Context: an optimization exercise on an open-source flow, tuned for small area. The choices shown serve that exercise and are no tape-out recipe. In this exercise RTL edits were held to simulation tests only and were not proved equivalent to the original.

<file path="flow/design.v">
`timescale 1ns / 1ps
`timescale 1ns / 1ps
module PE_16 #(parameter DIN_INV = 0, parameter SH_INV = 0) (
  input         clock,
  input  [7:0]  an,
  input  [7:0]  bn,
  input  [15:0] d,
  input         flip,
  output [15:0] c_out
);
  reg [15:0] acc, sh;
  wire [63:0] pp;
  genvar gx, gy;
  generate
    for (gx = 0; gx < 8; gx = gx + 1) begin : ppx
      for (gy = 0; gy < 8; gy = gy + 1) begin : ppy
        assign pp[gx*8+gy] = ~(an[gx] | bn[gy]);
      end
    end
  endgenerate
  wire s1, c2;
  FA u_s1 (.x(acc[5]), .y(pp[5]), .z(pp[12]), .s(s1), .c(c2));
  wire s3, c4;
  FA u_s3 (.x(acc[6]), .y(pp[6]), .z(pp[13]), .s(s3), .c(c4));
  wire s5, c6;
  FA u_s5 (.x(pp[20]), .y(pp[27]), .z(pp[34]), .s(s5), .c(c6));
  wire s7, c8;
  FA u_s7 (.x(acc[7]), .y(pp[7]), .z(pp[14]), .s(s7), .c(c8));
  wire s9, c10;
  FA u_s9 (.x(pp[21]), .y(pp[28]), .z(pp[35]), .s(s9), .c(c10));
  wire s11, c12;
  FA u_s11 (.x(pp[42]), .y(pp[49]), .z(pp[56]), .s(s11), .c(c12));
  wire s13, c14;
  FA u_s13 (.x(acc[8]), .y(pp[15]), .z(pp[22]), .s(s13), .c(c14));
  wire s15, c16;
  FA u_s15 (.x(pp[29]), .y(pp[36]), .z(pp[43]), .s(s15), .c(c16));
  wire s17, c18;
  HA u_s17 (.x(pp[50]), .y(pp[57]), .s(s17), .c(c18));
  wire s19, c20;
  FA u_s19 (.x(acc[9]), .y(pp[23]), .z(pp[30]), .s(s19), .c(c20));
  wire s21, c22;
  FA u_s21 (.x(pp[37]), .y(pp[44]), .z(pp[51]), .s(s21), .c(c22));
  wire s23, c24;
  FA u_s23 (.x(acc[10]), .y(pp[31]), .z(pp[38]), .s(s23), .c(c24));
  wire s25, c26;
  FA u_s25 (.x(acc[3]), .y(pp[3]), .z(pp[10]), .s(s25), .c(c26));
  wire s27, c28;
  FA u_s27 (.x(acc[4]), .y(pp[4]), .z(pp[11]), .s(s27), .c(c28));
  wire s29, c30;
  FA u_s29 (.x(pp[18]), .y(pp[25]), .z(pp[32]), .s(s29), .c(c30));
  wire s31, c32;
  FA u_s31 (.x(pp[19]), .y(pp[26]), .z(pp[33]), .s(s31), .c(c32));
  wire s33, c34;
  HA u_s33 (.x(pp[40]), .y(s1), .s(s33), .c(c34));
  wire s35, c36;
  FA u_s35 (.x(pp[41]), .y(pp[48]), .z(c2), .s(s35), .c(c36));
  wire s37, c38;
  HA u_s37 (.x(s3), .y(s5), .s(s37), .c(c38));
  wire s39, c40;
  FA u_s39 (.x(c4), .y(c6), .z(s7), .s(s39), .c(c40));
  wire s41, c42;
  HA u_s41 (.x(s9), .y(s11), .s(s41), .c(c42));
  wire s43, c44;
  FA u_s43 (.x(c8), .y(c10), .z(c12), .s(s43), .c(c44));
  wire s45, c46;
  FA u_s45 (.x(s13), .y(s15), .z(s17), .s(s45), .c(c46));
  wire s47, c48;
  FA u_s47 (.x(pp[58]), .y(c14), .z(c16), .s(s47), .c(c48));
  wire s49, c50;
  FA u_s49 (.x(c18), .y(s19), .z(s21), .s(s49), .c(c50));
  wire s51, c52;
  FA u_s51 (.x(pp[45]), .y(pp[52]), .z(pp[59]), .s(s51), .c(c52));
  wire s53, c54;
  FA u_s53 (.x(c20), .y(c22), .z(s23), .s(s53), .c(c54));
  wire s55, c56;
  FA u_s55 (.x(acc[11]), .y(pp[39]), .z(pp[46]), .s(s55), .c(c56));
  wire s57, c58;
  FA u_s57 (.x(pp[53]), .y(pp[60]), .z(c24), .s(s57), .c(c58));
  wire s59, c60;
  FA u_s59 (.x(acc[12]), .y(pp[47]), .z(pp[54]), .s(s59), .c(c60));
  wire s61, c62;
  FA u_s61 (.x(acc[2]), .y(pp[2]), .z(pp[9]), .s(s61), .c(c62));
  wire s63, c64;
  FA u_s63 (.x(pp[17]), .y(pp[24]), .z(s25), .s(s63), .c(c64));
  wire s65, c66;
  FA u_s65 (.x(c26), .y(s27), .z(s29), .s(s65), .c(c66));
  wire s67, c68;
  FA u_s67 (.x(c28), .y(c30), .z(s31), .s(s67), .c(c68));
  wire s69, c70;
  FA u_s69 (.x(c32), .y(c34), .z(s35), .s(s69), .c(c70));
  wire s71, c72;
  FA u_s71 (.x(c36), .y(c38), .z(s39), .s(s71), .c(c72));
  wire s73, c74;
  FA u_s73 (.x(c40), .y(c42), .z(s43), .s(s73), .c(c74));
  wire s75, c76;
  FA u_s75 (.x(c44), .y(c46), .z(s47), .s(s75), .c(c76));
  wire s77, c78;
  FA u_s77 (.x(c48), .y(c50), .z(s51), .s(s77), .c(c78));
  wire s79, c80;
  FA u_s79 (.x(c52), .y(c54), .z(s55), .s(s79), .c(c80));
  wire s81, c82;
  FA u_s81 (.x(pp[61]), .y(c56), .z(c58), .s(s81), .c(c82));
  wire s83, c84;
  FA u_s83 (.x(acc[13]), .y(pp[55]), .z(pp[62]), .s(s83), .c(c84));
  wire s85, c86;
  FA u_s85 (.x(acc[1]), .y(pp[1]), .z(pp[8]), .s(s85), .c(c86));
  wire s87, c88;
  HA u_s87 (.x(pp[16]), .y(s61), .s(s87), .c(c88));
  wire s89, c90;
  HA u_s89 (.x(c62), .y(s63), .s(s89), .c(c90));
  wire s91, c92;
  HA u_s91 (.x(c64), .y(s65), .s(s91), .c(c92));
  wire s93, c94;
  FA u_s93 (.x(s33), .y(c66), .z(s67), .s(s93), .c(c94));
  wire s95, c96;
  FA u_s95 (.x(s37), .y(c68), .z(s69), .s(s95), .c(c96));
  wire s97, c98;
  FA u_s97 (.x(s41), .y(c70), .z(s71), .s(s97), .c(c98));
  wire s99, c100;
  FA u_s99 (.x(s45), .y(c72), .z(s73), .s(s99), .c(c100));
  wire s101, c102;
  FA u_s101 (.x(s49), .y(c74), .z(s75), .s(s101), .c(c102));
  wire s103, c104;
  FA u_s103 (.x(s53), .y(c76), .z(s77), .s(s103), .c(c104));
  wire s105, c106;
  FA u_s105 (.x(s57), .y(c78), .z(s79), .s(s105), .c(c106));
  wire s107, c108;
  FA u_s107 (.x(s59), .y(c80), .z(s81), .s(s107), .c(c108));
  wire s109, c110;
  FA u_s109 (.x(c60), .y(c82), .z(s83), .s(s109), .c(c110));
  wire s111, c112;
  FA u_s111 (.x(acc[14]), .y(pp[63]), .z(c84), .s(s111), .c(c112));
  wire s113, c114;
  HA u_s113 (.x(acc[0]), .y(pp[0]), .s(s113), .c(c114));
  wire s115, c116;
  HA u_s115 (.x(s85), .y(c114), .s(s115), .c(c116));
  wire s117, c118;
  FA u_s117 (.x(c86), .y(s87), .z(c116), .s(s117), .c(c118));
  wire s119, c120;
  FA u_s119 (.x(c88), .y(s89), .z(c118), .s(s119), .c(c120));
  wire s121, c122;
  FA u_s121 (.x(c90), .y(s91), .z(c120), .s(s121), .c(c122));
  wire s123, c124;
  FA u_s123 (.x(c92), .y(s93), .z(c122), .s(s123), .c(c124));
  wire s125, c126;
  HA u_s125 (.x(c94), .y(s95), .s(s125), .c(c126));
  wire s127, c128;
  HA u_s127 (.x(c96), .y(s97), .s(s127), .c(c128));
  wire s129, c130;
  HA u_s129 (.x(c98), .y(s99), .s(s129), .c(c130));
  wire s131, c132;
  HA u_s131 (.x(c100), .y(s101), .s(s131), .c(c132));
  wire s133, c134;
  HA u_s133 (.x(c102), .y(s103), .s(s133), .c(c134));
  wire s135, c136;
  HA u_s135 (.x(c104), .y(s105), .s(s135), .c(c136));
  wire s137, c138;
  HA u_s137 (.x(c106), .y(s107), .s(s137), .c(c138));
  wire s139, c140;
  HA u_s139 (.x(c108), .y(s109), .s(s139), .c(c140));
  wire s141, c142;
  HA u_s141 (.x(c110), .y(s111), .s(s141), .c(c142));
  wire s143, c144;
  HA u_s143 (.x(acc[15]), .y(c112), .s(s143), .c(c144));
  wire k145 = c126 | (s125 & c124);
  wire k146 = c130 | (s129 & c128);
  wire k147 = s129 & s127;
  wire k148 = c134 | (s133 & c132);
  wire k149 = s133 & s131;
  wire k150 = c138 | (s137 & c136);
  wire k151 = s137 & s135;
  wire k152 = c142 | (s141 & c140);
  wire k153 = s141 & s139;
  wire k154 = c128 | (s127 & k145);
  wire k155 = k146 | (k147 & k145);
  wire k156 = c136 | (s135 & k148);
  wire k157 = s135 & k149;
  wire k158 = k150 | (k151 & k148);
  wire k159 = k151 & k149;
  wire k160 = c132 | (s131 & k155);
  wire k161 = k148 | (k149 & k155);
  wire k162 = k156 | (k157 & k155);
  wire k163 = k158 | (k159 & k155);
  wire k164 = c140 | (s139 & k163);
  wire k165 = k152 | (k153 & k163);
  wire k166 = s125 ^ c124;
  wire k167 = s127 ^ k145;
  wire k168 = s129 ^ k154;
  wire k169 = s131 ^ k155;
  wire k170 = s133 ^ k160;
  wire k171 = s135 ^ k161;
  wire k172 = s137 ^ k162;
  wire k173 = s139 ^ k163;
  wire k174 = s141 ^ k164;
  wire k175 = s143 ^ k165;
  wire [15:0] sum = {k175, k174, k173, k172, k171, k170, k169, k168, k167, k166, s123, s121, s119, s117, s115, s113};
  wire [15:0] dv = DIN_INV ? ~d : d;
  wire [15:0] sh_next = flip ? sum : dv;
  always @(posedge clock) begin
    acc <= flip ? dv : sum;
    sh  <= SH_INV ? ~sh_next : sh_next;
  end
  assign c_out = sh;
endmodule
module FA (input x, input y, input z, output s, output c);
  assign s = x ^ y ^ z;
  assign c = (x & y) | (x & z) | (y & z);
endmodule
module HA (input x, input y, output s, output c);
  assign s = x ^ y;
  assign c = x & y;
endmodule
`timescale 1ns / 1ps
`timescale 1ns / 1ps
`timescale 1ns / 1ps
`timescale 1ns / 1ps
module Mesh(
    input clock,
    input [7:0] io_in_a_0_0,
    input [7:0] io_in_a_1_0,
    input [7:0] io_in_a_2_0,
    input [7:0] io_in_a_3_0,
    input [7:0] io_in_b_0_0,
    input [7:0] io_in_b_1_0,
    input [7:0] io_in_b_2_0,
    input [7:0] io_in_b_3_0,
    input [15:0] io_in_d_0_0,
    input [15:0] io_in_d_1_0,
    input [15:0] io_in_d_2_0,
    input [15:0] io_in_d_3_0,
    input io_in_control_0_0_propagate,
    input io_in_control_1_0_propagate,
    input io_in_control_2_0_propagate,
    input io_in_control_3_0_propagate,
    output [15:0] io_out_c_0_0,
    output [15:0] io_out_c_1_0,
    output [15:0] io_out_c_2_0,
    output [15:0] io_out_c_3_0
);
  wire [7:0]  a_in [0:3];
  wire [7:0]  b_in [0:3];
  wire [15:0] d_in [0:3];
  wire        p_in [0:3];
  assign a_in[0] = io_in_a_0_0; assign a_in[1] = io_in_a_1_0;
  assign a_in[2] = io_in_a_2_0; assign a_in[3] = io_in_a_3_0;
  assign b_in[0] = io_in_b_0_0; assign b_in[1] = io_in_b_1_0;
  assign b_in[2] = io_in_b_2_0; assign b_in[3] = io_in_b_3_0;
  assign d_in[0] = io_in_d_0_0; assign d_in[1] = io_in_d_1_0;
  assign d_in[2] = io_in_d_2_0; assign d_in[3] = io_in_d_3_0;
  assign p_in[0] = io_in_control_0_0_propagate; assign p_in[1] = io_in_control_1_0_propagate;
  assign p_in[2] = io_in_control_2_0_propagate; assign p_in[3] = io_in_control_3_0_propagate;
  reg  [7:0]  a_r [0:3][0:3];
  reg  [7:0]  b_r [0:3][0:3];
  reg         p_r [0:3][0:3];
  reg  [15:0] d_r [0:3][0:4];
  wire [15:0] c_out [0:3][0:3];
  genvar i, k;
  generate
    for (i = 0; i < 4; i = i + 1) begin : chain
      for (k = 0; k < 4; k = k + 1) begin : pos
        always @(posedge clock) begin
          a_r[i][k] <= (k == 0) ? ~a_in[i] : a_r[i][k-1];
          b_r[k][i] <= (i == 0) ? ~b_in[k] : b_r[k][i-1];
          p_r[i][k] <= (k == 0) ? p_in[i] : p_r[i][k-1];
          d_r[i][k+1] <= c_out[i][k];
        end
        wire p_next = (k == 0) ? p_in[i] : p_r[i][k-1];
        PE_16 #(.DIN_INV(k != 0), .SH_INV(k != 3)) pe (
          .clock(clock),
          .an(a_r[i][k]),
          .bn(b_r[k][i]),
          .d(d_r[i][k]),
          .flip(p_r[i][k] ^ p_next),
          .c_out(c_out[i][k])
        );
      end
      always @(posedge clock) d_r[i][0] <= d_in[i];
    end
  endgenerate
  assign io_out_c_0_0 = d_r[0][4];
  assign io_out_c_1_0 = d_r[1][4];
  assign io_out_c_2_0 = d_r[2][4];
  assign io_out_c_3_0 = d_r[3][4];
endmodule
</file>
<file path="flow/run.sh">
#!/bin/bash
# synth_recipe.tcl (not shown) runs the flow's synth.tcl, then flattens the netlist and writes it again
# the make line also repeats each setting of config.mk as NAME=value (left out here)
make -C /OpenROAD-flow-scripts/flow DESIGN_CONFIG=/design/flow/config.mk WORK_HOME=/design/flow/orfs CLKGATE_MAP_FILE= SYNTH_SCRIPT=/design/flow/synth_recipe.tcl finish
</file>
<file path="flow/config.mk">
export PLATFORM = sky130hd
export DESIGN_NAME = Mesh
export DESIGN_NICKNAME = Mesh
export VERILOG_FILES = /design/flow/design.v
export SDC_FILE = /design/flow/constraint.sdc
export NUM_CORES = 4
export LEC_CHECK = 0
export ABC_AREA = 1
export CAP_MARGIN = 20
export CORE_MARGIN = 2
export CORE_UTILIZATION = 60
export CTS_BUF_LIST = sky130_fd_sc_hd__clkbuf_8
export CTS_CLUSTER_DIAMETER = 60
export CTS_CLUSTER_SIZE = 20
export PLACE_DENSITY = 0.7
export SLEW_MARGIN = 20
export SYNTH_HIERARCHICAL = 1
</file>
<file path="flow/constraint.sdc">
create_clock -name core_clock -period 5.0 [get_ports {clock}]
set_input_delay 1.0000 -clock core_clock [delete_from_list [all_inputs] [get_ports {clock}]]
set_output_delay 1.0000 -clock core_clock [all_outputs]
set_load 0.01 [all_outputs]
</file>
==> run summary, run 1 <==
status = no timing/DRC/antenna violations
slowest stage delay, CP = 0.57 ns
fraction of registers with async set/reset = 0%
Hold Vio Cnt, Final = 0
drt drc = 0
# port buffers = 196
global router's overall resource usage = 25.1%
Max Slew Vio Count = 0
post-synthesis sequential area ratio = 37.9%
Final WS setup = 0.354 ns
first-pass GRT wire length = 197 mm
fin util = 65.3%
arrival time at the worst endpoint = 5.32 ns
final WL = 120 mm
Synth Area in Compound Gates = 4.26%
crit path cell chain = nor2_1, fa_1, fa_1, ha_1, fa_1, fa_1, fa_1, ha_1, inv_1, nand2_1, nand2_1, nand2_2, nand2_1, nand2_2, ha_1, nor2_1, xor2_1, nand2_1, o21ai_0
Clock transition at path regs = 0.11 ns
post-CTS sizing = 0
largest cells by area after synthesis = dfxtp_1 (38%), fa_1 (29%), ha_1 (7.9%)
Final period util = 92.9%
Post-synth top flop = dfxtp_1
Post-synth top cells = dfxtp_1 (1104), nor2_1 (1088), nand2_1 (896)
mapped cell area = 0.0583 mm2
initial antenna violation count = 2
Mapped Nets = 7165
worst min path class = register to register
Synth Area in Adders = 37.0%
DR vias/cell = 5.16
Initial Util = 60.4%
Post-synth EDFFs = 0
yosys warns = 18
mux contribution to synthesized area = 0%
RSZ-0062 raised after global routing = no
crit path time final = 4.65 ns
total grt overflow = 0
via count = 37000
TritonCTS clock tree = yes
Max stage delay cell, worst path = fa_1
maximum clock rate = 0.215 GHz
worst skew pair latency = 0.76 ns
Finish-stage setup viols = 0
Reg-to-Reg End = chain[1].pos[0].pe.sh[14]
hold_sp = chain[2].pos[1].pe.sh[0]
WL/cell = 16.7 um
simple-gate portion of the synthesized area = 15.0%
Root Buffer = clkbuf_8
XOR/XNOR share of the synthesized area = 0.781%
Rows = 114
Placement Setup Slack = 0.342 ns
Die Area = 0.0997 mm2
placed cell area = 0.0610 mm2
number of cells on the worst reg-to-reg path = 19
clk sink count = 1104
Final #Nets = 7181
crit path capture type = register
Post-CTS Setup Bufs = 0
worst slew pin tran = 0.964 ns
die span in x = 316 um
critical path type = register to register
largest family of logic cells by synthesized area = adder cells
number of CTS-inserted buffers = 88
post-synth top area cell = dfxtp_1
Layout area overhead = 8.17%
max-cap violations = 0
Seq cells post-synth = 1104
count of different cell masters after synthesis = 22
layout cells sized above 1 = 5.97%
vias in the first global route = 37900
cell count after synthesis = 5816
top-count cell post-synth = dfxtp_1
hold buffer count at cts = 0
Post-DRT Antenna Nets = 0
RR Startpoint = a_r[4][0]
worst reg2reg setup slack = 0.35 ns
hold worst-path end = d_r[12][0]
design area = 0.0631 mm2
TritonRoute pass-1 iters = 5
Die H = 316 um
Slew headroom = 35.5%
Clock Path Buffers = 3
setup_tns = 0 ns
area share of the largest cell type after synthesis = 37.9%
hold path cells = 0
post-DP HPWL = 96.0 mm
H-tree level count = 3
Fill cells = 7590
core footprint = 0.0966 mm2
initial drt markers = 2448
Worst Clk Skew = 0.0440 ns
io pins = 197
Post-Syn Area per Cell = 10.0 um2
crit-path max FO = 9
pin count of the biggest net entering global routing = 64
CP Launch Type = register
cell mode on critical path = fa_1
Final GP Congestion = 0.884
Crit path required time = 5.67 ns
==> cell usage in the layout, fill, tap and decap left out, drive strengths merged <==
cell type and n:
dfxtp 1104, diode 2, clkbuf 97, xnor2 16, a21oi 48, nand3 120, nand2 972, or2 24
clkinv 23, fa 848, o21ai 448, clkdlybuf4s50 196, clkinvlp 5, buf 86, ha 368, inv 399
nor2 1088, nand3b 12, xor2 36, bufinv 6
==> routing by layer <==
layer | track usage [%] | vias to the layer above | share of wire [%]
li1 | - | 17900 | -
met1 | 36.6 | 18000 | 46
met2 | 39.1 | 992 | 46
met3 | 4.30 | 158 | 6.1
met4 | 6.75 | 0 | 2.1
met5 | 0 | - | 0
==> worst max-delay path, delay by kind of cell (launching register included) <==
family                   cells  cell delay [ns]
adder cells (fa/ha/maj)      8             3.06
flip-flops                   1             0.52
XOR/XNOR                     1             0.18
buffers and inverters        1             0.05
AND/OR/NAND/NOR              8             0.63
AO/OA/AOI/OAI                1             0.11
==> through the flow <==
step,hold slack [ns],instances
floorplan,0.310,5816
global placement,0.310,7018
detailed placement,0.312,7018
CTS,0.315,7172
global route,0.309,7174
finish,0.312,7174
==> sequential cells by signal, indices dropped and copies added (netlist names) <==
register          cells
chain.pos.pe.acc    256
p_r                  16
a_r                 128
d_r                 320
b_r                 128
chain.pos.pe.sh     256
==> Yosys stat by module (local to each module, per instance), a selection <==
module	flip-flops and latches	cell area, um2	times used
FA	0	20.0	848
HA	0	12.5	304
Mesh	592	12300	1
==> cell families (layout without fill, tap and decap cells) <==
logic type               after synthesis  after routing
flip-flops                          1104           1104
other                                  0              2
AO/OA/AOI/OAI                        496            496
XOR/XNOR                              52             52
AND/OR/NAND/NOR                     2216           2216
buffers and inverters                732            812
adder cells (fa/ha/maj)             1216           1216
==> worst max-delay path by stage <==
stage                from                          to  slack, ns  cells past startpoint
2_1_floorplan   a_r[1][0]  chain[0].pos[1].pe.acc[14]       0.64                     19
3_3_place_gp    a_r[8][0]   chain[2].pos[0].pe.sh[14]       0.49                     19
3_5_place_dp    a_r[4][0]   chain[1].pos[0].pe.sh[14]       0.34                     19
4_1_cts         a_r[4][0]   chain[1].pos[0].pe.sh[14]       0.33                     19
5_1_grt        b_r[10][2]   chain[2].pos[2].pe.sh[14]       0.02                     19
6_report        a_r[4][0]   chain[1].pos[0].pe.sh[14]       0.35                     19
==> final cells by class <==
type | instances | area, um2 | share of cell area, %
diodes | 2 | 5.00 | 0.00793
clock buffers | 97 | 1340 | 2.12
clock inverters | 57 | 753 | 1.19
inverters | 376 | 1410 | 2.24
multi-input cells | 3980 | 33300 | 52.8
flip-flops and latches | 1104 | 22100 | 35.0
well taps | 1276 | 1600 | 2.53
repair buffers | 282 | 2610 | 4.13
==> inputs of run 2 (changes only) <==
--- a/flow/config.mk
+++ b/flow/config.mk
@@ -9,9 +9,9 @@
 export CAP_MARGIN = 20
 export CORE_MARGIN = 2
 export CORE_UTILIZATION = 60
-export CTS_BUF_LIST = sky130_fd_sc_hd__clkbuf_8
-export CTS_CLUSTER_DIAMETER = 60
-export CTS_CLUSTER_SIZE = 20
+export CTS_BUF_LIST = sky130_fd_sc_hd__clkbuf_16
+export CTS_CLUSTER_DIAMETER = 80
+export CTS_CLUSTER_SIZE = 30
 export PLACE_DENSITY = 0.7
 export SLEW_MARGIN = 20
 export SYNTH_HIERARCHICAL = 1
==> run 2 against run 1 <==
Still clean on timing, DRC and antenna. Non-clock buffer count unchanged. Worst setup slack worse by 0.035 ns. First-iteration DRC count rose by 2.4%. Global-route usage down 0.15 points. Fmax shrank 0.75%. Clock-buffer cell count down 44. Critical path type unchanged.
==> run summary, run 2 <==
Final GP Congestion = 0.884 (unchanged)
Die Area = 0.0997 mm2 (unchanged)
most frequent cells in the layout = dfxtp_1 (1104), nor2_1 (1088), nand2_1 (892) (unchanged)
Crit path required time = 5.57 ns (was 5.67 ns)
worst min path class = register to register (unchanged)
CP Launch Type = register (unchanged)
crit path cell chain = nor2_1, fa_1, fa_1, ha_1, fa_1, fa_1, fa_1, ha_1, inv_1, nand2_1, nand2_1, nand2_2, nand2_1, nand2_2, ha_1, nor2_1, xor2_1, nand2_1, o21ai_0 (unchanged)
core footprint = 0.0966 mm2 (unchanged)
layout cells sized above 1 = 4.82% (was 5.97%)
first-pass GRT wire length = 197 mm (about the same)
worst skew pair latency = 0.69 ns (was 0.76 ns)
crit-path max FO = 9 (unchanged)
Root Buffer = clkbuf_16 (was clkbuf_8)
Post-synth top flop = dfxtp_1 (unchanged)
cell count after synthesis = 5816 (unchanged)
Max Slew Vio Count = 0 (unchanged)
Fill cells = 7611 (was 7590)
crit path time final = 4.68 ns (was 4.65 ns)
largest cells by area after synthesis = dfxtp_1 (38%), fa_1 (29%), ha_1 (7.9%) (unchanged)
cell mode on critical path = fa_1 (unchanged)
Worst Clk Skew = 0.0445 ns (was 0.0440 ns)
RSZ-0062 raised after global routing = no (unchanged)
DR vias/cell = 5.19 (was 5.16)
via count = 36900 (was 37000)
Hold Vio Cnt, Final = 0 (unchanged)
Post-Syn Area per Cell = 10.0 um2 (unchanged)
Clock transition at path regs = 0.11 ns (about the same)
post-CTS sizing = 0 (unchanged)
initial antenna violation count = 1 (was 2)
post-synth top area cell = dfxtp_1 (unchanged)
Slew headroom = 34.8% (was 35.5%)
kind of cell adding the most delay to the critical path = adder cells (unchanged)
top-count cell post-synth = dfxtp_1 (unchanged)
post-synthesis sequential area ratio = 37.9% (unchanged)
max reg flops = 320 (unchanged)
TritonRoute pass-1 iters = 7 (was 5)
WHS = 0.315 ns (was 0.312 ns)
multi-input logic area = 0.0333 mm2 (unchanged)
Top reg by flops = d_r (unchanged)
# port buffers = 196 (unchanged)
worst path buffer plus inverter count = 1 (unchanged)
most common cell after layout, fill and taps aside = dfxtp_1 (unchanged)
status = no timing/DRC/antenna violations (unchanged)
ANT cells = 0 (was 2)
number of CTS-inserted buffers = 52 (was 88)
final WL = 120 mm (about the same)
Final #Nets = 7145 (was 7181)
io pins = 197 (unchanged)
Seq cells post-synth = 1104 (unchanged)
slowest stage delay, CP = 0.57 ns (about the same)
post-DP HPWL = 96.0 mm (unchanged)
die span in x = 316 um (unchanged)
Final WS setup = 0.319 ns (was 0.354 ns)
initial drt markers = 2507 (was 2448)
critical path type = register to register (unchanged)
fraction of registers with async set/reset = 0% (unchanged)
Post-synth top cells = dfxtp_1 (1104), nor2_1 (1088), nand2_1 (896) (unchanged)
Die H = 316 um (unchanged)
Layout area overhead = 7.69% (was 8.17%)
worst slew pin tran = 0.974 ns (was 0.964 ns)
setup_tns = 0 ns (unchanged)
global router's overall resource usage = 24.9% (was 25.1%)
Initial Util = 60.4% (unchanged)
count of different cell masters after synthesis = 22 (unchanged)
Post-DRT Antenna Nets = 0 (unchanged)
yosys warns = 18 (unchanged)
mapped cell area = 0.0583 mm2 (unchanged)
Post-CTS Setup Bufs = 0 (unchanged)
total grt overflow = 0 (unchanged)
H-tree level count = 2 (was 3)
max-cap violations = 0 (unchanged)
pin count of the biggest net entering global routing = 64 (unchanged)
Finish-stage setup viols = 0 (unchanged)
maximum clock rate = 0.214 GHz (was 0.215 GHz)
Clock Path Buffers = 3 (unchanged)
crit path capture type = register (unchanged)
FF/Latch Area = 0.0221 mm2 (unchanged)
area share of the largest cell type after synthesis = 37.9% (unchanged)
arrival time at the worst endpoint = 5.25 ns (was 5.32 ns)
TritonCTS clock tree = yes (unchanged)
Post-synth EDFFs = 0 (unchanged)
vias in the first global route = 37400 (was 37900)
Rows = 114 (unchanged)
Final period util = 93.6% (was 92.9%)
Placement Setup Slack = 0.342 ns (unchanged)
hold buffer count at cts = 0 (unchanged)
drt drc = 0 (unchanged)
top flop regs = d_r (320), chain.pos.pe.acc (256), chain.pos.pe.sh (256) (unchanged)
WL/cell = 16.8 um (was 16.7 um)
Max stage delay cell, worst path = fa_1 (unchanged)
clk sink count = 1104 (unchanged)
Mapped Nets = 7165 (unchanged)
-- run 2: cell counts after synthesis --
Identical to the previous run, type by type.
-- run 2: final cells by class --
type / count / share of cell area [%]
multi-input combinational: 3980 / 53.0
timing repair buffer: 282 / 4.15
clock inverter: 32 / 0.775
inverter: 376 / 2.25
tap: 1276 / 2.54
clock buffer: 53 / 2.11
sequential: 1104 / 35.2
-- run 2: kinds of logic after synthesis --
kind of cell	synth area share [%]
and+or+nand+nor	15.0
adders and majority gates	37.0
DFF	37.9
buffers and inverters	5.06
AOI/OAI and AO/OA	4.26
xor gates and xnor gates	0.781
-- run 2: worst reg2reg max path, stage by stage, from the launching register on --
cell and delay [ns]:
dfxtp_1 0.52, nor2_1 0.12, fa_1 0.57, fa_1 0.43, ha_1 0.33, fa_1 0.47, fa_1 0.45, fa_1 0.43
ha_1 0.21, inv_1 0.05, nand2_1 0.06, nand2_1 0.07, nand2_2 0.07, nand2_1 0.08, nand2_2 0.06, ha_1 0.18
nor2_1 0.11, xor2_1 0.18, nand2_1 0.08, o21ai_0 0.11
-- run 2: Yosys stat by module (local to each module, per instance), a selection --
module	flops+latches	copies in the design	cells	cell area (um2)
Mesh	592	1	724	12300
FA	0	848	1	20.0
HA	0	304	1	12.5
-- run 2: stage by stage --
step | cell area, um2 | utilization, % | instances
after global routing | 62800 | 65.1 | 7103
final | 62800 | 65.1 | 7103
after CTS | 62800 | 65.1 | 7103
after detailed placement | 61000 | 63.2 | 7018
after floorplan | 58300 | - | 5816
after global placement | 61000 | 63.2 | 7018
-- run 2: worst paths after layout --
check                                  from                   endpoint  slack (ns)  cells after the start
setup / recovery                  a_r[4][0]  chain[1].pos[0].pe.sh[14]        0.32                     19
hold reg to reg   chain[1].pos[0].pe.sh[15]                 d_r[6][15]        0.31                      0
setup reg to reg                  a_r[4][0]  chain[1].pos[0].pe.sh[14]        0.32                     19
hold / removal    chain[1].pos[0].pe.sh[15]                 d_r[6][15]        0.31                      0
-- run 2: per-layer routing --
metal	track usage, %	vias up	share of wire (%)
met5	0	-	0
met4	5.29	0	1.8
met3	3.46	139	5.3
met2	39.4	945	46
met1	37.0	18000	47
li1	-	17800	-
==> inputs of run 3 (changes only) <==
==> flow/flow/run.sh (new file) <==
#!/bin/bash
# Own layout flow: the standard layout (standard.sh), with two changes.
# 1. Synthesis is synth_recipe.tcl, except that the final ABC technology
#    mapping runs flow/area.abc (area-oriented mapping followed by ABC's
#    timing-driven up/down sizing) in place of ORFS's speed script. The
#    registers, their names and cell types are the same as the standard
#    synthesis's.
# 2. Ports are buffered with sky130_fd_sc_hd__buf_1 instead of the buffer
#    ORFS picks by itself.
# Each tool writes its full log under orfs/logs/ (ORFS's own logs); the
# output of make itself goes to run_*.log in this folder.
set -euo pipefail
W=$(pwd)
F=$W/flow
{
  head -n 1 synth_recipe.tcl
  cat <<EOT
proc abc {args} {
  set i [lsearch -exact \$args -script]
  if { \$i >= 0 } { lset args [expr {\$i + 1}] $F/area.abc }
  yosys abc {*}\$args
}
EOT
  tail -n +2 synth_recipe.tcl
} > "$W/own_synth.tcl"
sed "s#SYNTH_SCRIPT=[^ ]*synth_recipe.tcl#SYNTH_SCRIPT=$W/own_synth.tcl#" standard.sh > "$W/own_standard.sh"
grep -q "SYNTH_SCRIPT=$W/own_synth.tcl" "$W/own_standard.sh"
export BUFFER_PORTS_ARGS="-buffer_cell sky130_fd_sc_hd__buf_1"
bash "$W/own_standard.sh" finish > "$W/run_finish.log" 2>&1
test -s "$W/out/final.def"
==> flow/flow/area.abc (new file) <==
strash
dch
map -a
topo
stime -c
upsize -c
dnsize -c
==> flow/standard.sh (new file) <==
#!/bin/bash
# synth_recipe.tcl (not shown) runs the flow's synth.tcl, then flattens the netlist and writes it again
# the make line also repeats each setting of config.mk as NAME=value (left out here)
make -C /OpenROAD-flow-scripts/flow DESIGN_CONFIG=/design/flow/config.mk WORK_HOME=/design/flow/orfs CLKGATE_MAP_FILE= SYNTH_SCRIPT=/design/flow/synth_recipe.tcl "${@:-finish}"
--- a/flow/config.mk
+++ b/flow/config.mk
@@ -5,7 +5,6 @@
 export SDC_FILE = /design/flow/constraint.sdc
 export NUM_CORES = 4
 export LEC_CHECK = 0
-export ABC_AREA = 1
 export CAP_MARGIN = 20
 export CORE_MARGIN = 2
 export CORE_UTILIZATION = 60
removed: flow/run.sh
==> run 3 against run 2 <==
Utilization grew 1.5 points. Die area shrank 5.2%. Global-route usage increased by 0.13 points. Sequential share of layout area increased by 1.2 points. Worst setup slack worse by 0.097 ns. Via count down 5.4%. Flip-flop and latch count unchanged. Synthesized area is 5.2% lower. Clock skew shrank 0.025 ns. Synthesized cell count fell by 14%. Critical path depth fell by 2. Largest cell class unchanged.
==> run summary, run 3 <==
Initial Util = 60.4% (about the same)
design area = 0.0609 mm2 (was 0.0628 mm2)
Crit path required time = 5.54 ns (was 5.57 ns)
Post-synth top cells = nor2_1 (1320), dfxtp_1 (1104), fa_1 (848) (was dfxtp_1 (1104), nor2_1 (1088), nand2_1 (896))
global router's overall resource usage = 25.1% (was 24.9%)
vias in the first global route = 36600 (was 37400)
Slew headroom = 32.1% (was 34.8%)
TritonCTS clock tree = yes (unchanged)
core footprint = 0.0915 mm2 (was 0.0966 mm2)
RR Startpoint = b_r[5][2] (was a_r[4][0])
Worst Clk Skew = 0.0192 ns (was 0.0445 ns)
mux contribution to synthesized area = 0% (unchanged)
RSZ-0062 raised after global routing = yes (was no)
final non-filler cell total = 6593 (was 7103)
setup_tns = 0 ns (unchanged)
largest cells by area after synthesis = dfxtp_1 (40%), fa_1 (31%), nor2_1 (9.0%) (was dfxtp_1 (38%), fa_1 (29%), ha_1 (7.9%))
XOR/XNOR share of the synthesized area = 1.77% (was 0.781%)
Final WS setup = 0.221 ns (was 0.319 ns)
post-synthesis sequential area ratio = 40.0% (was 37.9%)
drt drc = 0 (unchanged)
Placement Setup Slack = 0.145 ns (was 0.342 ns)
total grt overflow = 0 (unchanged)
simple-gate portion of the synthesized area = 11.9% (was 15.0%)
largest family of logic cells by synthesized area = adder cells (unchanged)
hold worst-path end = d_r[11][0] (was d_r[6][15])
mapped cell area = 0.0553 mm2 (was 0.0583 mm2)
Finish-stage setup viols = 0 (unchanged)
post-synth top area cell = dfxtp_1 (unchanged)
top-count cell post-synth = nor2_1 (was dfxtp_1)
Final period util = 95.6% (was 93.6%)
Post-synth EDFFs = 0 (unchanged)
# port buffers = 196 (unchanged)
hold path cells = 0 (unchanged)
cell count after synthesis = 4976 (was 5816)
Die H = 308 um (was 316 um)
number of CTS-inserted buffers = 52 (unchanged)
hold_sp = chain[2].pos[0].pe.sh[0] (was chain[1].pos[0].pe.sh[15])
initial drt markers = 2500 (was 2507)
Synth Area in Adders = 39.0% (was 37.0%)
area share of the largest cell type after synthesis = 40.0% (was 37.9%)
pin count of the biggest net entering global routing = 65 (was 64)
worst reg2reg setup slack = 0.22 ns (was 0.32 ns)
Post-DRT Antenna Nets = 0 (unchanged)
Hold Vio Cnt, Final = 0 (unchanged)
Final GP Congestion = 0.912 (was 0.884)
worst skew pair latency = 0.67 ns (was 0.69 ns)
number of cells on the worst reg-to-reg path = 17 (was 19)
hold buffer count at cts = 0 (unchanged)
first-pass GRT wire length = 188 mm (was 197 mm)
Post-synth top flop = dfxtp_1 (unchanged)
critical path type = register to register (unchanged)
Final #Nets = 6725 (was 7145)
Die Area = 0.0946 mm2 (was 0.0997 mm2)
Root Buffer = clkbuf_16 (unchanged)
crit path capture type = register (unchanged)
DR vias/cell = 5.29 (was 5.19)
WL/cell = 17.1 um (was 16.8 um)
TritonRoute pass-1 iters = 7 (unchanged)
clk sink count = 1104 (unchanged)
Reg-to-Reg End = chain[1].pos[1].pe.acc[14] (was chain[1].pos[0].pe.sh[14])
worst min path class = register to register (unchanged)
top flop regs = d_r (320), chain.pos.pe.acc (256), chain.pos.pe.sh (256) (unchanged)
Layout area overhead = 10.1% (was 7.69%)
fraction of registers with async set/reset = 0% (unchanged)
max-cap violations = 0 (unchanged)
initial antenna violation count = 0 (was 1)
Post-Syn Area per Cell = 11.1 um2 (was 10.0 um2)
layout cells sized above 1 = 5.72% (was 4.82%)
crit path time final = 4.78 ns (was 4.68 ns)
final WL = 113 mm (was 120 mm)
max reg flops = 320 (unchanged)
most common cell after layout, fill and taps aside = nor2_1 (was dfxtp_1)
Seq cells post-synth = 1104 (unchanged)
arrival time at the worst endpoint = 5.32 ns (was 5.25 ns)
maximum clock rate = 0.209 GHz (was 0.214 GHz)
die span in x = 308 um (was 316 um)
WHS = 0.324 ns (was 0.315 ns)
Max Slew Vio Count = 0 (unchanged)
via count = 34900 (was 36900)
crit-path max FO = 9 (unchanged)
status = no timing/DRC/antenna violations (unchanged)
Critical Path Start = b_r[5][2] (was a_r[4][0])
io pins = 197 (unchanged)
Clock transition at path regs = 0.11 ns (about the same)
Top reg by flops = d_r (unchanged)
CP Launch Type = register (unchanged)
Cells after DPL = 6503 (was 7018)
Clock Path Buffers = 3 (unchanged)
worst slew pin tran = 1.02 ns (was 0.974 ns)
Synth Area in Compound Gates = 5.76% (was 4.26%)
fin util = 66.5% (was 65.1%)
yosys warns = 18 (unchanged)
placed cell area = 0.0589 mm2 (was 0.0610 mm2)
most frequent cells in the layout = nor2_1 (1317), dfxtp_1 (1078), fa_1 (848) (was dfxtp_1 (1104), nor2_1 (1088), nand2_1 (892))
H-tree level count = 2 (unchanged)
post-DP HPWL = 90.5 mm (was 96.0 mm)
count of different cell masters after synthesis = 19 (was 22)
Mapped Nets = 6325 (was 7165)
Rows = 111 (was 114)
[run 3: layout make-up]
cell class	instances	area (um2)
Antenna cell	1	2.50
Clock buffer	53	1330
Clock inverter	31	453
Fill cell	7066	30600
Inverter	216	871
Multi-Input combinational cell	3656	32600
Sequential cell	1104	22100
Tap cell	1186	1480
Timing Repair Buffer	346	1960
[run 3: critical path, stage by stage, from the launching register on]
cell and delay (ns):
dfxtp_2 0.45, nor2_1 0.10, fa_1 0.55, fa_1 0.43
ha_1 0.33, fa_1 0.45, fa_1 0.45, fa_1 0.42
ha_1 0.20, or2_2 0.30, nand3_1 0.09, nand2_1 0.10
nand4_1 0.08, nand2_1 0.09, ha_1 0.20, nor2_1 0.13
xor2_1 0.20, o21ai_0 0.10
[run 3: what timing repair did]
action,CTS,global route
endpoints found under the setup margin,0,55
setup buffers,0,0
resized for setup,0,37
endpoints found under the hold margin,0,0
[run 3: Yosys stat by module, one instance, submodules excluded, excerpt]
module,flip-flops and latches,area [um2],copies in the design,cells inside
Mesh,592,12200,1,672
FA,0,20.0,848,1
HA,0,12.5,304,1
[run 3: how the worst max path moves through the flow]
stage | end | slack [ns]
global route | chain[1].pos[1].pe.acc[14] | -0.02
global placement | chain[0].pos[2].pe.acc[14] | 0.26
finish | chain[1].pos[1].pe.acc[14] | 0.22
CTS | chain[1].pos[1].pe.acc[14] | 0.13
detailed placement | chain[0].pos[2].pe.acc[14] | 0.14
floorplan | chain[0].pos[1].pe.acc[14] | 0.45
[run 3: cells by family after synthesis]
group           after synthesis
compound gates              608
xor+xnor                    112
fa+ha+maj                  1216
buf+inv                     216
flops                      1104
simple gates               1720
[run 3: metal layers]
metal / vias up / global-route usage (%) / part of all wire (%) / routed length, um
met2: 923 / 39.3 / 46 / 51800
met4: 0 / 6.81 / 2.4 / 2690
li1: 16700 / - / - / -
met1: 17100 / 36.9 / 46 / 52300
met5: - / 0 / 0 / 0
met3: 168 / 3.52 / 5.5 / 6170
==> inputs of run 4 (changes only) <==
==> flow/config.mk (replaced) <==
export PLATFORM = sky130hd
export DESIGN_NAME = Mesh
export DESIGN_NICKNAME = Mesh
export VERILOG_FILES = /design/flow/design.v
export SDC_FILE = /design/flow/constraint.sdc
export NUM_CORES = 4
export LEC_CHECK = 0
export CAP_MARGIN = 0
export CORE_MARGIN = 2
export CORE_UTILIZATION = 70
export CTS_BUF_LIST = sky130_fd_sc_hd__clkbuf_16
export CTS_CLUSTER_DIAMETER = 80
export CTS_CLUSTER_SIZE = 30
export GPL_TIMING_DRIVEN = 0
export PLACE_DENSITY = 0.8
export SLEW_MARGIN = 0
export SYNTH_HIERARCHICAL = 1
==> run 4 against run 3 <==
Still clean on timing, DRC and antenna. Fmax down 0.71%. Cell area decreased by 0.89%. Utilization increased by 10 points. Synthesized area stayed put. Worst hold slack got worse by 0.0054 ns. First-iteration DRC count fell by 1.7%. Via count rose by 2.3%. Sequential share of layout area is 0.65 points higher. Global-route usage is 3.7 points higher. Highest routed layer unchanged.
==> run summary, run 4 <==
status = no timing/DRC/antenna violations (unchanged)
die span in x = 285 um (was 308 um)
Die H = 285 um (was 308 um)
most frequent cells in the layout = nor2_1 (1305), dfxtp_1 (1016), fa_1 (837) (was nor2_1 (1317), dfxtp_1 (1078), fa_1 (848))
Final #Nets = 6633 (was 6725)
critical path type = register to register (unchanged)
post-synth top area cell = dfxtp_1 (unchanged)
area share of the largest cell type after synthesis = 40.0% (unchanged)
Seq cells post-synth = 1104 (unchanged)
worst min path class = register to register (unchanged)
final non-filler cell total = 6361 (was 6593)
drt drc = 0 (unchanged)
maximum clock rate = 0.208 GHz (was 0.209 GHz)
Top reg by flops = d_r (unchanged)
Rows = 103 (was 111)
final WL = 114 mm (was 113 mm)
WHS = 0.318 ns (was 0.324 ns)
Mapped Nets = 6325 (unchanged)
top flop regs = d_r (320), chain.pos.pe.acc (256), chain.pos.pe.sh (256) (unchanged)
max reg flops = 320 (unchanged)
Fill cells = 5084 (was 7066)
Cells after DPL = 6238 (was 6503)
Placement Setup Slack = -0.183 ns (was 0.145 ns)
Post-Syn Area per Cell = 11.1 um2 (unchanged)
fraction of registers with async set/reset = 0% (unchanged)
io pins = 197 (unchanged)
global router's overall resource usage = 28.8% (was 25.1%)
mapped cell area = 0.0553 mm2 (unchanged)
total grt overflow = 0 (unchanged)
initial antenna violation count = 0 (unchanged)
post-synthesis sequential area ratio = 40.0% (unchanged)
Hold Vio Cnt, Final = 0 (unchanged)
yosys warns = 18 (unchanged)
Final WS setup = 0.187 ns (was 0.221 ns)
WL/cell = 17.8 um (was 17.1 um)
DR vias/cell = 5.61 (was 5.29)
Post-synth top flop = dfxtp_1 (unchanged)
worst skew pair latency = 0.66 ns (was 0.67 ns)
number of CTS-inserted buffers = 50 (was 52)
Final GP Congestion = 0.901 (was 0.912)
crit path capture type = register (unchanged)
largest cells by area after synthesis = dfxtp_1 (40%), fa_1 (31%), nor2_1 (9.0%) (unchanged)
H-tree level count = 2 (unchanged)
initial drt markers = 2458 (was 2500)
top-count cell post-synth = nor2_1 (unchanged)
# port buffers = 196 (unchanged)
CP Launch Type = register (unchanged)
Slew headroom = 48.0% (was 32.1%)
Initial Util = 70.3% (was 60.4%)
ANT cells = 0 (was 1)
layout cells sized above 1 = 5.78% (was 5.72%)
Worst Clk Skew = 0.0269 ns (was 0.0192 ns)
Die Area = 0.0812 mm2 (was 0.0946 mm2)
via count = 35700 (was 34900)
Post-synth top cells = nor2_1 (1320), dfxtp_1 (1104), fa_1 (848) (unchanged)
core footprint = 0.0786 mm2 (was 0.0915 mm2)
Clock transition at path regs = 0.10 ns (was 0.11 ns)
Layout area overhead = 9.14% (was 10.1%)
Post-synth EDFFs = 0 (unchanged)
most common cell after layout, fill and taps aside = nor2_1 (unchanged)
crit path time final = 4.81 ns (was 4.78 ns)
max-cap violations = 0 (unchanged)
Finish-stage setup viols = 0 (unchanged)
fin util = 76.8% (was 66.5%)
first-pass GRT wire length = 188 mm (about the same)
crit-path max FO = 9 (unchanged)
Final period util = 96.3% (was 95.6%)
Max Slew Vio Count = 0 (unchanged)
setup_tns = 0 ns (unchanged)
Crit path required time = 5.53 ns (was 5.54 ns)
clk sink count = 1104 (unchanged)
TritonRoute pass-1 iters = 7 (unchanged)
vias in the first global route = 37500 (was 36600)
worst slew pin tran = 0.778 ns (was 1.02 ns)
Root Buffer = clkbuf_16 (unchanged)
Post-DRT Antenna Nets = 0 (unchanged)
pin count of the biggest net entering global routing = 53 (was 65)
Clock Path Buffers = 3 (unchanged)
cell count after synthesis = 4976 (unchanged)
TritonCTS clock tree = yes (unchanged)
RSZ-0062 raised after global routing = yes (unchanged)
post-DP HPWL = 86.0 mm (was 90.5 mm)
arrival time at the worst endpoint = 5.34 ns (was 5.32 ns)
count of different cell masters after synthesis = 19 (unchanged)
run 4: area by class of cell:
| type | count | area, um2 | area share [%] |
|---|---|---|---|
| multi-input cells | 3656 | 32700 | 54.2 |
| clock buffers | 53 | 1330 | 2.20 |
| well taps | 1050 | 1310 | 2.18 |
| inverters | 216 | 871 | 1.44 |
| flip-flops and latches | 1104 | 22300 | 37.0 |
| clock inverters | 26 | 335 | 0.556 |
| repair buffers | 256 | 1430 | 2.36 |
run 4: worst paths after layout:
kind	startpoint	end	slack, ns	depth (start not counted)
worst max-delay path	a_r[13][0]	chain[3].pos[1].pe.acc[14]	0.19	17
worst min-delay path	chain[3].pos[0].pe.sh[12]	d_r[16][12]	0.32	0
worst max register to register	a_r[13][0]	chain[3].pos[1].pe.acc[14]	0.19	17
worst min register to register	chain[3].pos[0].pe.sh[12]	d_r[16][12]	0.32	0
run 4: stage by stage:
step / cell area, um2
after floorplan: 55300
after global placement: 57300
after detailed placement: 58000
after CTS: 59700
after global routing: 60300
final: 60300
run 4: logic make-up (layout without fill, tap and decap cells):
logic type | count (synthesis) | after routing | share of synthesized area [%]
buffers and inverters | 216 | 551 | 1.58
AND/OR/NAND/NOR | 1720 | 1720 | 11.9
AO/OA/AOI/OAI | 608 | 608 | 5.76
flip-flops | 1104 | 1104 | 40.0
adder cells (fa/ha/maj) | 1216 | 1216 | 39.0
XOR/XNOR | 112 | 112 | 1.77
run 4: per-layer routing:
layer  wire length [um]  global-route usage [%]  part of all wire, %
met1              49000                    41.0                   43
met2              54100                    46.3                   48
met3               7290                    4.59                  6.4
met4               3110                    8.65                  2.7
met5                  0                   0.116                    0
run 4: timing repair:
item                                    4_1_cts  5_1_grt
endpoints found under the setup margin       21      103
setup buffers                                 0       44
pin swaps                                     0       15
gates resized for setup                      44      144
hold buffers                                  0        0
run 4: worst max-delay path, cell delays in order (launching register included):
cell     delay (ns)
dfxtp_2        0.46
nor2_1         0.10
fa_1           0.58
fa_1           0.43
ha_1           0.33
fa_1           0.44
fa_1           0.43
fa_1           0.42
ha_1           0.22
or2_2          0.30
nand3_1        0.07
nand2_1        0.11
nand4_1        0.09
nand2_1        0.10
ha_1           0.20
nor2_1         0.13
xor2_1         0.20
o21ai_0        0.09
run 4: Yosys stat by module, one instance, submodules excluded, a selection:
module | flip-flops and latches | cell area (um2)
HA | 0 | 12.5
FA | 0 | 20.0
Mesh | 592 | 12200
==> inputs of run 5 (changes only) <==
--- a/flow/config.mk
+++ b/flow/config.mk
@@ -11,7 +11,6 @@
 export CTS_BUF_LIST = sky130_fd_sc_hd__clkbuf_16
 export CTS_CLUSTER_DIAMETER = 80
 export CTS_CLUSTER_SIZE = 30
-export GPL_TIMING_DRIVEN = 0
 export PLACE_DENSITY = 0.8
 export SLEW_MARGIN = 0
 export SYNTH_HIERARCHICAL = 1
==> run 5 against run 4 <==
Global-route usage rose by 0.54 points. Worst setup slack improved by 0.049 ns. Clock skew fell by 0.0020 ns. Worst hold slack improved by 0.0050 ns. First-iteration DRC count rose by 16%. Sequential share of layout area fell by 0.31 points. Synthesized area did not move. Highest routed layer unchanged. Via count rose by 0.27%. Cell count rose by 1.1%.
==> run summary, run 5 <==
status = no timing/DRC/antenna violations (unchanged)
H-tree level count = 2 (unchanged)
Slew headroom = 19.5% (was 48.0%)
Post-synth EDFFs = 0 (unchanged)
worst min path class = register to register (unchanged)
Cells after DPL = 6353 (was 6238)
final WL = 114 mm (about the same)
Root Buffer = clkbuf_16 (unchanged)
pin count of the biggest net entering global routing = 65 (was 53)
area share of the largest cell type after synthesis = 40.0% (unchanged)
Crit path required time = 5.53 ns (about the same)
io pins = 197 (unchanged)
Final GP Congestion = 0.914 (was 0.901)
Worst Clk Skew = 0.0248 ns (was 0.0269 ns)
total grt overflow = 0 (unchanged)
# port buffers = 196 (unchanged)
vias in the first global route = 37500 (about the same)
maximum clock rate = 0.210 GHz (was 0.208 GHz)
post-DP HPWL = 89.7 mm (was 86.0 mm)
clk sink count = 1104 (unchanged)
fraction of registers with async set/reset = 0% (unchanged)
post-synth top area cell = dfxtp_1 (unchanged)
global router's overall resource usage = 29.3% (was 28.8%)
worst skew pair latency = 0.66 ns (about the same)
CP Launch Type = register (unchanged)
Die H = 285 um (unchanged)
initial antenna violation count = 1 (was 0)
Clock Path Buffers = 3 (unchanged)
TritonRoute pass-1 iters = 6 (was 7)
WHS = 0.323 ns (was 0.318 ns)
die span in x = 285 um (unchanged)
Clock transition at path regs = 0.11 ns (was 0.10 ns)
yosys warns = 18 (unchanged)
most frequent cells in the layout = nor2_1 (1311), dfxtp_1 (1081), fa_1 (846) (was nor2_1 (1305), dfxtp_1 (1016), fa_1 (837))
first-pass GRT wire length = 190 mm (was 188 mm)
layout cells sized above 1 = 5.22% (was 5.78%)
Die Area = 0.0812 mm2 (unchanged)
ANT cells = 0 (unchanged)
Hold Vio Cnt, Final = 0 (unchanged)
Post-synth top flop = dfxtp_1 (unchanged)
Max Slew Vio Count = 0 (unchanged)
post-synthesis sequential area ratio = 40.0% (unchanged)
top flop regs = d_r (320), chain.pos.pe.acc (256), chain.pos.pe.sh (256) (unchanged)
Final #Nets = 6703 (was 6633)
Top reg by flops = d_r (unchanged)
WL/cell = 17.7 um (was 17.8 um)
critical path type = register to register (unchanged)
setup_tns = 0 ns (unchanged)
top-count cell post-synth = nor2_1 (unchanged)
count of different cell masters after synthesis = 19 (unchanged)
number of CTS-inserted buffers = 49 (was 50)
via count = 35800 (was 35700)
Mapped Nets = 6325 (unchanged)
arrival time at the worst endpoint = 5.29 ns (was 5.34 ns)
Initial Util = 70.3% (unchanged)
final non-filler cell total = 6430 (was 6361)
cell count after synthesis = 4976 (unchanged)
mapped cell area = 0.0553 mm2 (unchanged)
drt drc = 0 (unchanged)
DR vias/cell = 5.56 (was 5.61)
Layout area overhead = 9.10% (was 9.14%)
initial drt markers = 2853 (was 2458)
Post-DRT Antenna Nets = 0 (unchanged)
crit path capture type = register (unchanged)
Finish-stage setup viols = 0 (unchanged)
crit path time final = 4.76 ns (was 4.81 ns)
Rows = 103 (unchanged)
core footprint = 0.0786 mm2 (unchanged)
Seq cells post-synth = 1104 (unchanged)
crit-path max FO = 8 (was 9)
worst slew pin tran = 1.21 ns (was 0.778 ns)
TritonCTS clock tree = yes (unchanged)
most common cell after layout, fill and taps aside = nor2_1 (unchanged)
Post-synth top cells = nor2_1 (1320), dfxtp_1 (1104), fa_1 (848) (unchanged)
Fill cells = 5090 (was 5084)
Post-Syn Area per Cell = 11.1 um2 (unchanged)
Final period util = 95.3% (was 96.3%)
max-cap violations = 0 (unchanged)
max reg flops = 320 (unchanged)
largest cells by area after synthesis = dfxtp_1 (40%), fa_1 (31%), nor2_1 (9.0%) (unchanged)
==> run 5: cell counts after synthesis <==
Identical to the previous run, type by type.
==> run 5: final timing paths <==
kind                                  from                    endpoint  slack (ns)  depth (start not counted)
setup / recovery                b_r[15][2]  chain[3].pos[3].pe.acc[14]        0.24                         17
hold / removal    chain[3].pos[2].pe.sh[0]                  d_r[18][0]        0.32                          0
setup reg to reg                b_r[15][2]  chain[3].pos[3].pe.acc[14]        0.24                         17
hold reg to reg   chain[3].pos[2].pe.sh[0]                  d_r[18][0]        0.32                          0
==> run 5: cells by family (layout without fill, tap and decap cells) <==
kind of cell             after synthesis  after routing  share of synthesized area, %
adder cells (fa/ha/maj)             1216           1216                          39.0
buffers and inverters                216            620                          1.58
AND/OR/NAND/NOR                     1720           1720                          11.9
XOR/XNOR                             112            112                          1.77
AO/OA/AOI/OAI                        608            608                          5.76
flip-flops                          1104           1104                          40.0
==> run 5: critical path, stage by stage (launching register included) <==
cell and delay [ns]:
dfxtp_2 0.38, nor2_1 0.18, fa_1 0.47, fa_1 0.48, ha_1 0.33, fa_1 0.45, fa_1 0.43, fa_1 0.40
ha_1 0.20, or2_2 0.32, nand3_1 0.08, nand2_1 0.09, nand3_1 0.08, nand2_1 0.08, ha_1 0.20, nor2_1 0.16
xor2_1 0.20, o21ai_0 0.09
==> run 5: layout make-up <==
cell class / count / area (um2) / share of cell area [%]
clock inverter: 26 / 343 / 0.568
sequential: 1104 / 22100 / 36.7
clock buffer: 51 / 1280 / 2.12
timing repair buffer: 327 / 1720 / 2.85
tap: 1050 / 1310 / 2.18
inverter: 216 / 871 / 1.44
multi-input combinational: 3656 / 32600 / 54.1
==> run 5: timing repair <==
item	4_1_cts	5_1_grt
gates resized for setup	0	42
hold buffers	0	0
buffers inserted	0	0
setup endpoints to repair	0	48
==> run 5: layer usage <==
metal / up-vias / routed length [um] / track usage (%)
met2: 1263 / 54000 / 47.0
met3: 226 / 7880 / 5.47
li1: 16600 / - / -
met4: 0 / 3010 / 7.58
met5: - / 0 / 0
met1: 17600 / 49100 / 41.9
==> run 5: modules after synthesis, one instance, submodules excluded, excerpt <==
module,cell area [um2],times used,flops+latches,cells
Mesh,12200,1,592,672
FA,20.0,848,0,1
HA,12.5,304,0,1
==> run 5: through the flow <==
step           cell area (um2)  worst slack (ns)  util [%]
4_1_cts                  60200            0.0344      76.6
3_3_place_gp             58600             0.285      74.6
6_report                 60300             0.237      76.7
2_1_floorplan            55300             0.447         -
3_5_place_dp             58600             0.107      74.6
5_1_grt                  60300         -0.000890      76.7
==> inputs of run 6 (changes only) <==
--- a/flow/config.mk
+++ b/flow/config.mk
@@ -7,10 +7,10 @@
 export LEC_CHECK = 0
 export CAP_MARGIN = 0
 export CORE_MARGIN = 2
-export CORE_UTILIZATION = 70
+export CORE_UTILIZATION = 80
 export CTS_BUF_LIST = sky130_fd_sc_hd__clkbuf_16
 export CTS_CLUSTER_DIAMETER = 80
 export CTS_CLUSTER_SIZE = 30
-export PLACE_DENSITY = 0.8
+export PLACE_DENSITY = 0.88
 export SLEW_MARGIN = 0
 export SYNTH_HIERARCHICAL = 1
==> run 6 against run 5 <==
Cell count is 3.0% lower. Routed wire length is 9.6% higher. Cell area is 0.69% lower. Die area is 12% lower. Synthesized area stayed put. Via count is 4.9% higher. Fmax is 1.0% lower. Register-to-register slack worse by 0.05 ns.
==> run summary, run 6 <==
global router's overall resource usage = 36.4% (was 29.3%)
arrival time at the worst endpoint = 5.28 ns (was 5.29 ns)
CP Launch Type = register (unchanged)
Worst Clk Skew = 0.0237 ns (was 0.0248 ns)
drt drc = 0 (unchanged)
worst skew pair latency = 0.65 ns (was 0.66 ns)
FF/Latch Area = 0.0222 mm2 (was 0.0221 mm2)
cell count after synthesis = 4976 (unchanged)
Post-synth top cells = nor2_1 (1320), dfxtp_1 (1104), fa_1 (848) (unchanged)
top flop regs = d_r (320), chain.pos.pe.acc (256), chain.pos.pe.sh (256) (unchanged)
hold buffer count at cts = 0 (unchanged)
Final GP Congestion = 0.924 (was 0.914)
pin count of the biggest net entering global routing = 65 (unchanged)
layout cells sized above 1 = 5.40% (was 5.22%)
die span in x = 267 um (was 285 um)
post-DP HPWL = 94.8 mm (was 89.7 mm)
Post-Syn Area per Cell = 11.1 um2 (unchanged)
crit-path max FO = 9 (was 8)
via count = 37500 (was 35800)
Post-synth EDFFs = 0 (unchanged)
Final period util = 96.3% (was 95.3%)
Slew headroom = 10.9% (was 19.5%)
crit path time final = 4.81 ns (was 4.76 ns)
Rows = 96 (was 103)
placed cell area = 0.0583 mm2 (was 0.0586 mm2)
top-count cell post-synth = nor2_1 (unchanged)
maximum clock rate = 0.208 GHz (was 0.210 GHz)
area share of the largest cell type after synthesis = 40.0% (unchanged)
Clock transition at path regs = 0.11 ns (about the same)
max reg flops = 320 (unchanged)
H-tree level count = 2 (unchanged)
initial antenna violation count = 4 (was 1)
Layout area overhead = 8.34% (was 9.10%)
final WL = 125 mm (was 114 mm)
Die Area = 0.0712 mm2 (was 0.0812 mm2)
clk sink count = 1104 (unchanged)
first-pass GRT wire length = 202 mm (was 190 mm)
max-cap violations = 0 (unchanged)
mapped cell area = 0.0553 mm2 (unchanged)
design area = 0.0599 mm2 (was 0.0603 mm2)
setup_tns = 0 ns (unchanged)
# port buffers = 196 (unchanged)
io pins = 197 (unchanged)
yosys warns = 18 (unchanged)
most common cell after layout, fill and taps aside = nor2_1 (unchanged)
worst slew pin tran = 1.33 ns (was 1.21 ns)
post-synthesis sequential area ratio = 40.0% (unchanged)
vias in the first global route = 39700 (was 37500)
Root Buffer = clkbuf_16 (unchanged)
worst min path class = register to register (unchanged)
Max Slew Vio Count = 0 (unchanged)
Finish-stage setup viols = 0 (unchanged)
TritonRoute pass-1 iters = 8 (was 6)
Top reg by flops = d_r (unchanged)
Seq cells post-synth = 1104 (unchanged)
fin util = 87.5% (was 76.7%)
DR vias/cell = 6.02 (was 5.56)
Post-synth top flop = dfxtp_1 (unchanged)
Mapped Nets = 6325 (unchanged)
WL/cell = 20.0 um (was 17.7 um)
ANT cells = 0 (unchanged)
crit path capture type = register (unchanged)
critical path type = register to register (unchanged)
Clock Path Buffers = 3 (unchanged)
count of different cell masters after synthesis = 19 (unchanged)
Hold Vio Cnt, Final = 0 (unchanged)
post-synth top area cell = dfxtp_1 (unchanged)
Post-DRT Antenna Nets = 0 (unchanged)
most frequent cells in the layout = nor2_1 (1301), dfxtp_1 (1066), fa_1 (843) (was nor2_1 (1311), dfxtp_1 (1081), fa_1 (846))
TritonCTS clock tree = yes (unchanged)
core footprint = 0.0685 mm2 (was 0.0786 mm2)
Initial Util = 80.7% (was 70.3%)
initial drt markers = 3418 (was 2853)
fraction of registers with async set/reset = 0% (unchanged)
WHS = 0.326 ns (was 0.323 ns)
total grt overflow = 0 (unchanged)
Final #Nets = 6685 (was 6703)
multi-input logic area = 0.0327 mm2 (was 0.0326 mm2)
status = no timing/DRC/antenna violations (unchanged)
largest cells by area after synthesis = dfxtp_1 (40%), fa_1 (31%), nor2_1 (9.0%) (unchanged)
Crit path required time = 5.47 ns (was 5.53 ns)
number of CTS-inserted buffers = 46 (was 49)
Die H = 267 um (was 285 um)
Fill cells = 3160 (was 5090)
==> run 6: cell counts after synthesis <==
No cell type changed its count.
==> run 6: per-stage QoR <==
stage	std cells	worst slack, ns
after floorplan	4976	0.447
after global placement	6169	0.269
after detailed placement	6169	0.0506
after CTS	6234	0.0470
after global routing	6235	-0.0502
final	6235	0.187
==> run 6: per-module statistics from Yosys (local to each module, per instance), a selection <==
module / flip-flops and latches / area, um2 / times used
FA: 0 / 20.0 / 848
Mesh: 592 / 12200 / 1
HA: 0 / 12.5 / 304
==> run 6: final timing paths <==
path	endpoint	startpoint	depth (start not counted)	slack, ns
max	chain[0].pos[0].pe.acc[12]	a_r[0][1]	16	0.19
min	d_r[2][3]	chain[0].pos[1].pe.sh[3]	0	0.33
max reg2reg	chain[0].pos[0].pe.acc[12]	a_r[0][1]	16	0.19
min reg2reg	d_r[2][3]	chain[0].pos[1].pe.sh[3]	0	0.33
==> run 6: critical path, stage by stage, from the launching register on <==
cell,delay (ns)
dfxtp_4,0.40
nor2_1,0.14
fa_1,0.46
ha_1,0.35
fa_1,0.47
fa_2,0.38
fa_1,0.42
fa_1,0.40
ha_1,0.21
or2_2,0.30
nand3_1,0.09
nand2_1,0.11
a21oi_1,0.36
nor2_1,0.12
nor2_1,0.14
xor2_1,0.19
o21ai_0,0.10
==> run 6: final cells by class <==
cell class	instances	share of cell area (%)
multi-input combinational	3656	54.6
clock inverter	16	0.309
inverter	216	1.45
clock buffer	49	2.05
tap	882	1.84
timing repair buffer	312	2.68
sequential	1104	37.0
==> run 6: logic make-up after synthesis <==
group | count (synthesis) | share of synthesized area (%)
xor gates and xnor gates | 112 | 1.77
and+or+nand+nor | 1720 | 11.9
AOI/OAI and AO/OA | 608 | 5.76
buffers and inverters | 216 | 1.58
DFF | 1104 | 40.0
adders and majority gates | 1216 | 39.0
==> run 6: layer usage <==
layer	routed length [um]	vias up	track usage [%]
met4	4820	8	12.8
met5	49	-	0
met3	10200	439	5.70
met1	48500	18500	49.6
met2	61500	1965	60.4
li1	-	16600	-
==> run 6: what timing repair did <==
item | in CTS | in global routing
resized for setup | 0 | 85
hold endpoints to repair | 0 | 0
setup buffers | 0 | 1
setup endpoints to repair | 0 | 93

==> static timing again, ports no longer ideal <==
How much do the figures lean on ideal ports? The routed layouts below were timed once more, with nothing changed but the port constraints. Step 1 sets driving cells, clkbuf_16 on the clock port and buf_2 on the other inputs (assumed; they add their load-dependent delay and slew). Step 2 also shifts input and output timing later by t, the mid clock arrival at the registers, as if the neighbouring blocks saw the same clock. a / b / c = ideal / step 1 / step 2; a / b = the first two.
run	t (ns)	slack for setup (ns)	hold WS [ns]
run 1	0.807	0.354 / 0.354 / 0.354	0.312 / 0.312 / 0.312
run 2	0.742	0.319 / 0.319 / 0.319	0.315 / 0.315 / 0.315
run 3	0.726	0.221 / 0.221 / 0.221	0.324 / 0.324 / 0.324
run 4	0.707	0.187 / 0.187 / 0.187	0.318 / 0.318 / 0.318
run 5	0.708	0.237 / 0.237 / 0.237	0.323 / 0.323 / 0.323
run 6	0.706	0.187 / 0.187 / 0.187	0.326 / 0.326 / 0.326
After both steps every run listed still meets setup and hold.
